This is an optimization exercise on Yosys and OpenROAD, whose aim is small area, not a production implementation.
At most, simulation tests tie the RTL to the original design; equivalence was not proved.
Power is estimated from default activity; no workload was simulated.

==> tundra <==
Design trafic_light, start of the top module:
module trafic_light(rst, clk, time_spd, add_hour, emgc_btn, LCD_RS, LCD_RW, LCD_DATA, N_C, W_C, S_C, E_C, Walk);
input rst, clk;
input add_hour, emgc_btn;
input [1:0] time_spd;
output LCD_RS, LCD_RW;
output wire [7:0] LCD_DATA;
output reg [3:0] N_C, W_C, S_C, E_C;  
output reg [7:0] Walk;  
parameter A = 3'd0, B = 3'd1, C = 3'd2, D = 3'd3,
          E = 3'd4, F = 3'd5, G = 3'd6, H = 3'd7;
wire d_or_n_now, d_or_n;
wire add_hour_t, emgc_btn_t;
wire [1:0] hour1;
wire [3:0] hour0, min0, sec0;
wire [2:0] min1, sec1;
reg ea;
reg [2:0] st;
reg pflag;           
reg night;           
reg emgc;
reg [4:0] hi;        
reg [8:0] lo;
reg [9:0] emgc_cnt;
oneshot_universal #(.WIDTH(2)) u1(clk, rst, {add_hour, emgc_btn}, {add_hour_t, emgc_btn_t});
clock c1(rst, clk, time_spd, add_hour_t, hour1, hour0, min1, min0, sec1, sec0, d_or_n_now, d_or_n);
LCD l1(rst, clk, hour1, hour0, min1, min0, sec1, sec0, d_or_n, ea ? A : st, LCD_RS, LCD_RW, LCD_DATA);
wire frozen = ~ea & (night ? (st == D || st == F || st == G) : (st == B || st == C || st == H));
wire lo_end = (lo == 9'd499);
wire ec_end = (emgc_cnt == 10'd1000);
wire t_end = ea ? (hi == 5'd30) : night ? (hi == 5'd20) : (hi == 5'd10);
reg [2:0] nxt;
always @(*) begin
    if(night) begin
        case(st)
            A: nxt = ~d_or_n ? A : pflag ? C : E;
            E: nxt = ~d_or_n ? A : H;
            H: nxt = ~d_or_n ? A : B;
            default: nxt = A;        
        endcase
    end
    else begin
        if(d_or_n) nxt = B;
        else case(st)
            A: nxt = D;
            D: nxt = F;
            E: nxt = pflag ? G : A;
            default: nxt = E;        
        endcase
    end
end
always @(posedge clk or negedge rst) begin
    if(!rst) begin
        ea <= 0;
        st <= B;
        pflag <= 0;
        night <= 1;
        emgc <= 0;
        hi <= 5'd31;
        lo <= 9'd499;
        emgc_cnt <= 0;
    end
    else if(emgc_btn_t) emgc <= ~emgc;
    else if(ea) begin
        if(t_end) begin
            ea <= 0;
            if(~d_or_n) st <= A;
            pflag <= (st == B || st == F);
            night <= d_or_n;
            emgc <= 0;
            hi <= 0; lo <= 0;
        end
        else begin
            lo <= lo_end ? 9'd0 : lo + 1'b1;
  ...
==> module LCD, before the edit <==
module LCD(rst, clk, hour1, hour0, min1, min0, sec1, sec0, d_or_n, t_state, LCD_RS, LCD_RW, LCD_DATA);
input rst, clk, d_or_n;
input [2:0] t_state;
input [1:0] hour1;
input [3:0] hour0, min0, sec0;
input [2:0] min1, sec1;
output reg LCD_RS, LCD_RW;
output reg [7:0] LCD_DATA;
parameter DELAY = 3'b000,
          FUNCTION_SET = 3'b001,
          ENTRY_MODE = 3'b010,
          DISP_ONOFF = 3'b011,
          LINE1 = 3'b100,
          LINE2 = 3'b101,
          DELAY_T = 3'b110,
          CLEAR_DISP = 3'b111;
reg [2:0] state;
reg [7:0] cnt;
reg [2:0] n_state;
reg [7:0] n_start;
always @(*) begin
    case(state)
        DELAY:        n_state = FUNCTION_SET;
        FUNCTION_SET: n_state = DISP_ONOFF;
        DISP_ONOFF:   n_state = ENTRY_MODE;
        ENTRY_MODE:   n_state = LINE1;
        LINE1:        n_state = LINE2;
        LINE2:        n_state = DELAY_T;
        DELAY_T:      n_state = CLEAR_DISP;
        default:      n_state = LINE1;
    endcase
    case(n_state)
        FUNCTION_SET, DISP_ONOFF, ENTRY_MODE: n_start = 8'd225;  
        LINE1, LINE2: n_start = 8'd235;                           
        DELAY_T:      n_start = 8'd55;                            
        default:      n_start = 8'd250;                           
    endcase
end
wire last = &cnt;
wire [4:0] k = cnt[4:0] - 5'd11;    
always @(posedge clk or negedge rst) begin
    if(!rst) begin
        state <= DELAY;
        cnt <= 8'd184;
    end
    else if(last) begin
        state <= n_state;
        cnt <= n_start;
    end
    else cnt <= cnt + 1'b1;
end
always @(*) begin
    {LCD_RS, LCD_RW, LCD_DATA} = 10'b1_1_0010_0000;
    case(state)
        DELAY: if(~cnt[6] && cnt[2:0] == 0) {LCD_RS, LCD_RW, LCD_DATA} = 10'b1_1_0000_0000;
        FUNCTION_SET: {LCD_RS, LCD_RW, LCD_DATA} = 10'b0_0_0011_1000;
        DISP_ONOFF:   {LCD_RS, LCD_RW, LCD_DATA} = 10'b0_0_0000_1100;
        ENTRY_MODE:   {LCD_RS, LCD_RW, LCD_DATA} = 10'b0_0_0000_0110;
        LINE1: begin
            {LCD_RS, LCD_RW} = 2'b10;
            case(k)
                0:  {LCD_RS, LCD_RW, LCD_DATA} = 10'b0_0_1000_0000;
                1:  LCD_DATA = 8'b0101_0100;  
                2:  LCD_DATA = 8'b0110_1001;  
                3:  LCD_DATA = 8'b0110_1101;  
                4:  LCD_DATA = 8'b0110_0101;  
                6:  LCD_DATA = 8'b0011_1010;  
                8:  LCD_DATA = {6'b0011_00, hour1};
                9:  LCD_DATA = {4'b0011, hour0};
                10: LCD_DATA = 8'b0011_1010;  
                11: LCD_DATA = {5'b0011_0, min1};
                12: LCD_DATA = {4'b0011, min0};
                13: LCD_DATA = 8'b0011_1010;  
                14: LCD_DATA = {5'b0011_0, sec1};
                15: LCD_DATA = {4'b0011, sec0};
                default: LCD_DATA = 8'b0010_0000;
            endcase
        end
        LINE2: begin
            {LCD_RS, LCD_RW} = 2'b10;
            case(k)
                0:  {LCD_RS, LCD_RW, LCD_DATA} = 10'b0_0_1100_0000;
                1:  LCD_DATA = 8'b0101_0011;  
                2:  LCD_DATA = 8'b0111_0100;  
                3:  LCD_DATA = 8'b0110_0001;  
                4:  LCD_DATA = 8'b0111_0100;  
                5:  LCD_DATA = 8'b0110_0101;  
                7:  LCD_DATA = 8'b0011_1010;  
                9:  LCD_DATA = {4'b0100, t_state == 3'd7, t_state + 3'd1};  
                10: LCD_DATA = 8'b0010_1000;  
                11: LCD_DATA = d_or_n ? 8'b0100_1110 : 8'b0100_0100;  
                12: LCD_DATA = d_or_n ? 8'b0110_1001 : 8'b0110_0001;  
                13: LCD_DATA = d_or_n ? 8'b0110_0111 : 8'b0111_1001;  
                14: LCD_DATA = d_or_n ? 8'b0110_1000 : 8'b0010_1001;  
                15: LCD_DATA = d_or_n ? 8'b0111_0100 : 8'b0010_0000;  
                16: LCD_DATA = d_or_n ? 8'b0010_1001 : 8'b0010_0000;  
                default: LCD_DATA = 8'b0010_0000;
            endcase
        end
        DELAY_T:    {LCD_RS, LCD_RW, LCD_DATA} = 10'b0_0_0000_0010;
        CLEAR_DISP: {LCD_RS, LCD_RW, LCD_DATA} = 10'b0_0_0000_0001;
    endcase
end
endmodule
export LEC_CHECK = 0
export CAP_MARGIN = 20
export CORE_MARGIN = 2
export CORE_UTILIZATION = 40
export CTS_BUF_LIST = sky130_fd_sc_hd__clkbuf_8
export SLEW_MARGIN = 20
create_clock -name core_clock -period 10.0 [get_ports {clk}]
standard.sh (not shown) runs the stock make flow with config.mk's settings and CLKGATE_MAP_FILE= SYNTH_SCRIPT=/design/flow/synth_recipe.tcl, a recipe that flattens the netlist after the stock synthesis.
==> flow/flow/run.sh <==
#!/bin/bash
# Layout flow: the standard synthesis, its combinational logic re-mapped for
# area by ABC (flip-flops untouched, result proven equal to the standard
# netlist, else the standard netlist is kept), then the standard layout with
# the smallest buffer on the ports.
set -uo pipefail
LIB=$FLOW_HOME/platforms/$FLOW_PLATFORM/lib/sky130_fd_sc_hd__tt_025C_1v80.lib
R=orfs/results/$FLOW_PLATFORM/trafic_light/base
bash standard.sh synth > 1_standard_synth.log 2>&1 || exit 1
cp $R/1_2_yosys.v std.v
sed "s#@LIB@#$LIB#g; s#@TOP@#$FLOW_TOP#g" flow/resynth.ys > resynth_run.ys
sed "s#@LIB@#$LIB#g; s#@TOP@#$FLOW_TOP#g" flow/equiv.ys > equiv_run.ys
if yosys -s resynth_run.ys > 2_resynth.log 2>&1 && yosys -s equiv_run.ys > 3_equiv.log 2>&1; then
  cp resynth.v $R/1_2_yosys.v
  touch $R/1_2_yosys.v
  echo "resynthesized netlist used" > resynth_status.log
else
  echo "standard netlist kept" > resynth_status.log
fi
bash standard.sh BUFFER_PORTS_ARGS="-buffer_cell sky130_fd_sc_hd__buf_1" CTS_ARGS="-sink_clustering_enable -repair_clock_nets -dont_use_dummy_load -buf_list sky130_fd_sc_hd__clkbuf_8 -sink_clustering_size 30 -sink_clustering_max_diameter 150" finish > 4_standard_finish.log 2>&1
Other scripts of this flow, unchanged in this note and not shown: flow/flow/abc_area.script, flow/flow/equiv.ys, flow/flow/resynth.ys
==> onyx (differences from tundra) <==
--- a/flow/design.v
+++ b/flow/design.v
@@ -105,55 +105,42 @@
 output reg LCD_RS, LCD_RW;
 output reg [7:0] LCD_DATA;
-parameter DELAY = 3'b000,
-          FUNCTION_SET = 3'b001,
-          ENTRY_MODE = 3'b010,
-          DISP_ONOFF = 3'b011,
-          LINE1 = 3'b100,
-          LINE2 = 3'b101,
-          DELAY_T = 3'b110,
-          CLEAR_DISP = 3'b111;
-reg [2:0] state;
-reg [7:0] cnt;
-reg [2:0] n_state;
-reg [7:0] n_start;
+parameter P_FS = 4'd3, P_DO = 4'd4, P_EM = 4'd5, P_L1 = 4'd6, P_L2 = 4'd7,
+          P_DT = 4'd14, P_CD = 4'd15;
+reg [3:0] ph;
+reg [4:0] c;
+wire last = &c;
+wire [3:0] n_ph = (ph == P_CD) ? P_L1 : ph + 1'b1;
+reg [4:0] n_start;
 always @(*) begin
-    case(state)
-        DELAY:        n_state = FUNCTION_SET;
-        FUNCTION_SET: n_state = DISP_ONOFF;
-        DISP_ONOFF:   n_state = ENTRY_MODE;
-        ENTRY_MODE:   n_state = LINE1;
-        LINE1:        n_state = LINE2;
-        LINE2:        n_state = DELAY_T;
-        DELAY_T:      n_state = CLEAR_DISP;
-        default:      n_state = LINE1;
-    endcase
-    case(n_state)
-        FUNCTION_SET, DISP_ONOFF, ENTRY_MODE: n_start = 8'd225;  
-        LINE1, LINE2: n_start = 8'd235;                           
-        DELAY_T:      n_start = 8'd55;                            
-        default:      n_start = 8'd250;                           
+    case(n_ph)
+        4'd1, 4'd8, 4'd9, 4'd10, 4'd11, 4'd12, 4'd13: n_start = 5'd0;
+        4'd2: n_start = 5'd16;
+        P_FS, P_DO, P_EM: n_start = 5'd1;
+        P_L1, P_L2: n_start = 5'd11;
+        P_DT: n_start = 5'd23;
+        default: n_start = 5'd26;   
     endcase
 end
-wire last = &cnt;
-wire [4:0] k = cnt[4:0] - 5'd11;    
 always @(posedge clk or negedge rst) begin
     if(!rst) begin
-        state <= DELAY;
-        cnt <= 8'd184;
+        ph <= 4'd0;
+        c <= 5'd8;
     end
     else if(last) begin
-        state <= n_state;
-        cnt <= n_start;
+        ph <= n_ph;
+        c <= n_start;
     end
-    else cnt <= cnt + 1'b1;
+    else c <= c + 1'b1;
 end
+wire [4:0] k = c - 5'd11;    
 always @(*) begin
     {LCD_RS, LCD_RW, LCD_DATA} = 10'b1_1_0010_0000;
-    case(state)
-        DELAY: if(~cnt[6] && cnt[2:0] == 0) {LCD_RS, LCD_RW, LCD_DATA} = 10'b1_1_0000_0000;
-        FUNCTION_SET: {LCD_RS, LCD_RW, LCD_DATA} = 10'b0_0_0011_1000;
-        DISP_ONOFF:   {LCD_RS, LCD_RW, LCD_DATA} = 10'b0_0_0000_1100;
-        ENTRY_MODE:   {LCD_RS, LCD_RW, LCD_DATA} = 10'b0_0_0000_0110;
-        LINE1: begin
+    case(ph)
+        4'd0: if(c == 5'd8) {LCD_RS, LCD_RW, LCD_DATA} = 10'b1_1_0000_0000;
+        4'd1, 4'd2: ;
+        P_FS: {LCD_RS, LCD_RW, LCD_DATA} = 10'b0_0_0011_1000;
+        P_DO: {LCD_RS, LCD_RW, LCD_DATA} = 10'b0_0_0000_1100;
+        P_EM: {LCD_RS, LCD_RW, LCD_DATA} = 10'b0_0_0000_0110;
+        P_L1: begin
             {LCD_RS, LCD_RW} = 2'b10;
             case(k)
@@ -175,5 +162,5 @@
             endcase
         end
-        LINE2: begin
+        P_L2: begin
             {LCD_RS, LCD_RW} = 2'b10;
             case(k)
@@ -196,6 +183,6 @@
             endcase
         end
-        DELAY_T:    {LCD_RS, LCD_RW, LCD_DATA} = 10'b0_0_0000_0010;
-        CLEAR_DISP: {LCD_RS, LCD_RW, LCD_DATA} = 10'b0_0_0000_0001;
+        P_CD:    {LCD_RS, LCD_RW, LCD_DATA} = 10'b0_0_0000_0001;
+        default: {LCD_RS, LCD_RW, LCD_DATA} = 10'b0_0_0000_0010;   
     endcase
 end
--- a/flow/flow/run.sh
+++ b/flow/flow/run.sh
@@ -18,3 +18,3 @@
   echo "standard netlist kept" > resynth_status.log
 fi
-bash standard.sh BUFFER_PORTS_ARGS="-buffer_cell sky130_fd_sc_hd__buf_1" CTS_ARGS="-sink_clustering_enable -repair_clock_nets -dont_use_dummy_load -buf_list sky130_fd_sc_hd__clkbuf_8 -sink_clustering_size 30 -sink_clustering_max_diameter 150" finish > 4_standard_finish.log 2>&1
+bash standard.sh BUFFER_PORTS_ARGS="-buffer_cell sky130_fd_sc_hd__buf_1" CTS_ARGS="-sink_clustering_enable -repair_clock_nets -dont_use_dummy_load -buf_list sky130_fd_sc_hd__clkbuf_8" finish > 4_standard_finish.log 2>&1
==> harbor (differences from tundra) <==
--- a/flow/flow/run.sh
+++ b/flow/flow/run.sh
@@ -18,3 +18,3 @@
   echo "standard netlist kept" > resynth_status.log
 fi
-bash standard.sh BUFFER_PORTS_ARGS="-buffer_cell sky130_fd_sc_hd__buf_1" CTS_ARGS="-sink_clustering_enable -repair_clock_nets -dont_use_dummy_load -buf_list sky130_fd_sc_hd__clkbuf_8 -sink_clustering_size 30 -sink_clustering_max_diameter 150" finish > 4_standard_finish.log 2>&1
+bash standard.sh BUFFER_PORTS_ARGS="-buffer_cell sky130_fd_sc_hd__buf_1" finish > 4_standard_finish.log 2>&1
==> yarrow (differences from tundra) <==
--- a/flow/flow/run.sh
+++ b/flow/flow/run.sh
@@ -18,3 +18,3 @@
   echo "standard netlist kept" > resynth_status.log
 fi
-bash standard.sh BUFFER_PORTS_ARGS="-buffer_cell sky130_fd_sc_hd__buf_1" CTS_ARGS="-sink_clustering_enable -repair_clock_nets -dont_use_dummy_load -buf_list sky130_fd_sc_hd__clkbuf_8 -sink_clustering_size 30 -sink_clustering_max_diameter 150" finish > 4_standard_finish.log 2>&1
+bash standard.sh BUFFER_PORTS_ARGS="-buffer_cell sky130_fd_sc_hd__buf_1" CTS_ARGS="-sink_clustering_enable -repair_clock_nets -dont_use_dummy_load -buf_list sky130_fd_sc_hd__clkbuf_8" finish > 4_standard_finish.log 2>&1
==> qor.yml <==
timing:
  finClkSkew_ns: 0.0233
critical_path:
  critPathMaxStageDelay_ns: 0.57
  reg2reg_to: "emgc_cnt[9]"
yosys:
  synthesis.instances: 543
grt:
  grt_use_total: 0.197
place:
  dp_slack_ns: 4.89
run_status:
  run_status: "timing/DRC/antenna clean"
the above is filed under yarrow

==> qor.yml <==
cells_and_area:
  regArea_um2: 2200
  inv_count: 66
  final_area_um2: 4920
  multi_input_gates: 409
  seq_area_frac: 0.446
place:
  placed_cell_area_um2: 4800
  dp_slack_ns: 4.83
critical_path:
  critPathMaxStageDelay_ns: 0.52
  reg2reg_to: "hi[4]"
grt:
  grt_use_total: 0.194
  use_met2: 0.305
run_status:
  run_status: "timing/DRC/antenna clean"
timing:
  finClkSkew_ns: 0.0213
yosys:
  synthesis.instances: 565
clocking:
  cts_setup_buffers: 0
the above is filed under onyx

==> qor.yml <==
yosys:
  synthesis.instances: 543
timing:
  finClkSkew_ns: 0.0233
grt:
  grt_use_total: 0.197
critical_path:
  cp_max_fo: 6
  reg2reg_to: "emgc_cnt[9]"
place:
  dp_slack_ns: 4.89
run_status:
  run_status: "timing/DRC/antenna clean"
the above is filed under tundra

==> qor.yml <==
grt:
  grt_use_total: 0.198
cells_and_area:
  multi_input_area_um2: 1940
  fin_cells: 737
pwr:
  p_sw_frac: 0.322
critical_path:
  critPathLaunch: "st[0]"
  critPathMaxStageDelay_ns: 0.58
  cp_data_arrival_time_ns: 3.54
run_status:
  run_status: "timing/DRC/antenna clean"
clocking:
  cts_sinks: 89
timing:
  report.final.slew_viol_count: 0
  finClkSkew_ns: 0.00513
yosys:
  synthesis.instances: 543
the above is filed under harbor

The RTL of tundra, harbor and yarrow was laid out without a check of its function.

what the ideal ports hide:
In the flow no input, the clock included, has a driving cell. The finished layouts below were timed again as built, in two steps.
Step 1 sets driving cells, clkbuf_16 on the clock port and buf_2 on the other inputs (assumed; they add their load-dependent delay and slew).
Step 2 times the ports against the registers' clock, not the clock port: input delays grow and output delays shrink by t, the midpoint of the rising clock arrivals with the driver on.
Three values: no drivers, after step 1, after step 2; two values: the first two.
run | t (ns) | slack for setup (ns) | hold WS [ns] | worst setup path at the end | cell pins on the clock port's net
tundra | 0.398 | 4.526 / 4.492 / 4.890 | 0.360 / 0.360 / 0.360 | register to output | 1
onyx | 0.389 | 4.326 / 4.291 / 4.679 | 0.330 / 0.330 / 0.330 | register to output | 1
harbor | 0.416 | 4.464 / 4.427 / 4.844 | 0.354 / 0.354 / 0.354 | register to output | 1
yarrow | 0.398 | 4.526 / 4.492 / 4.890 | 0.360 / 0.360 / 0.360 | register to output | 1
After both steps every run listed still meets setup and hold.
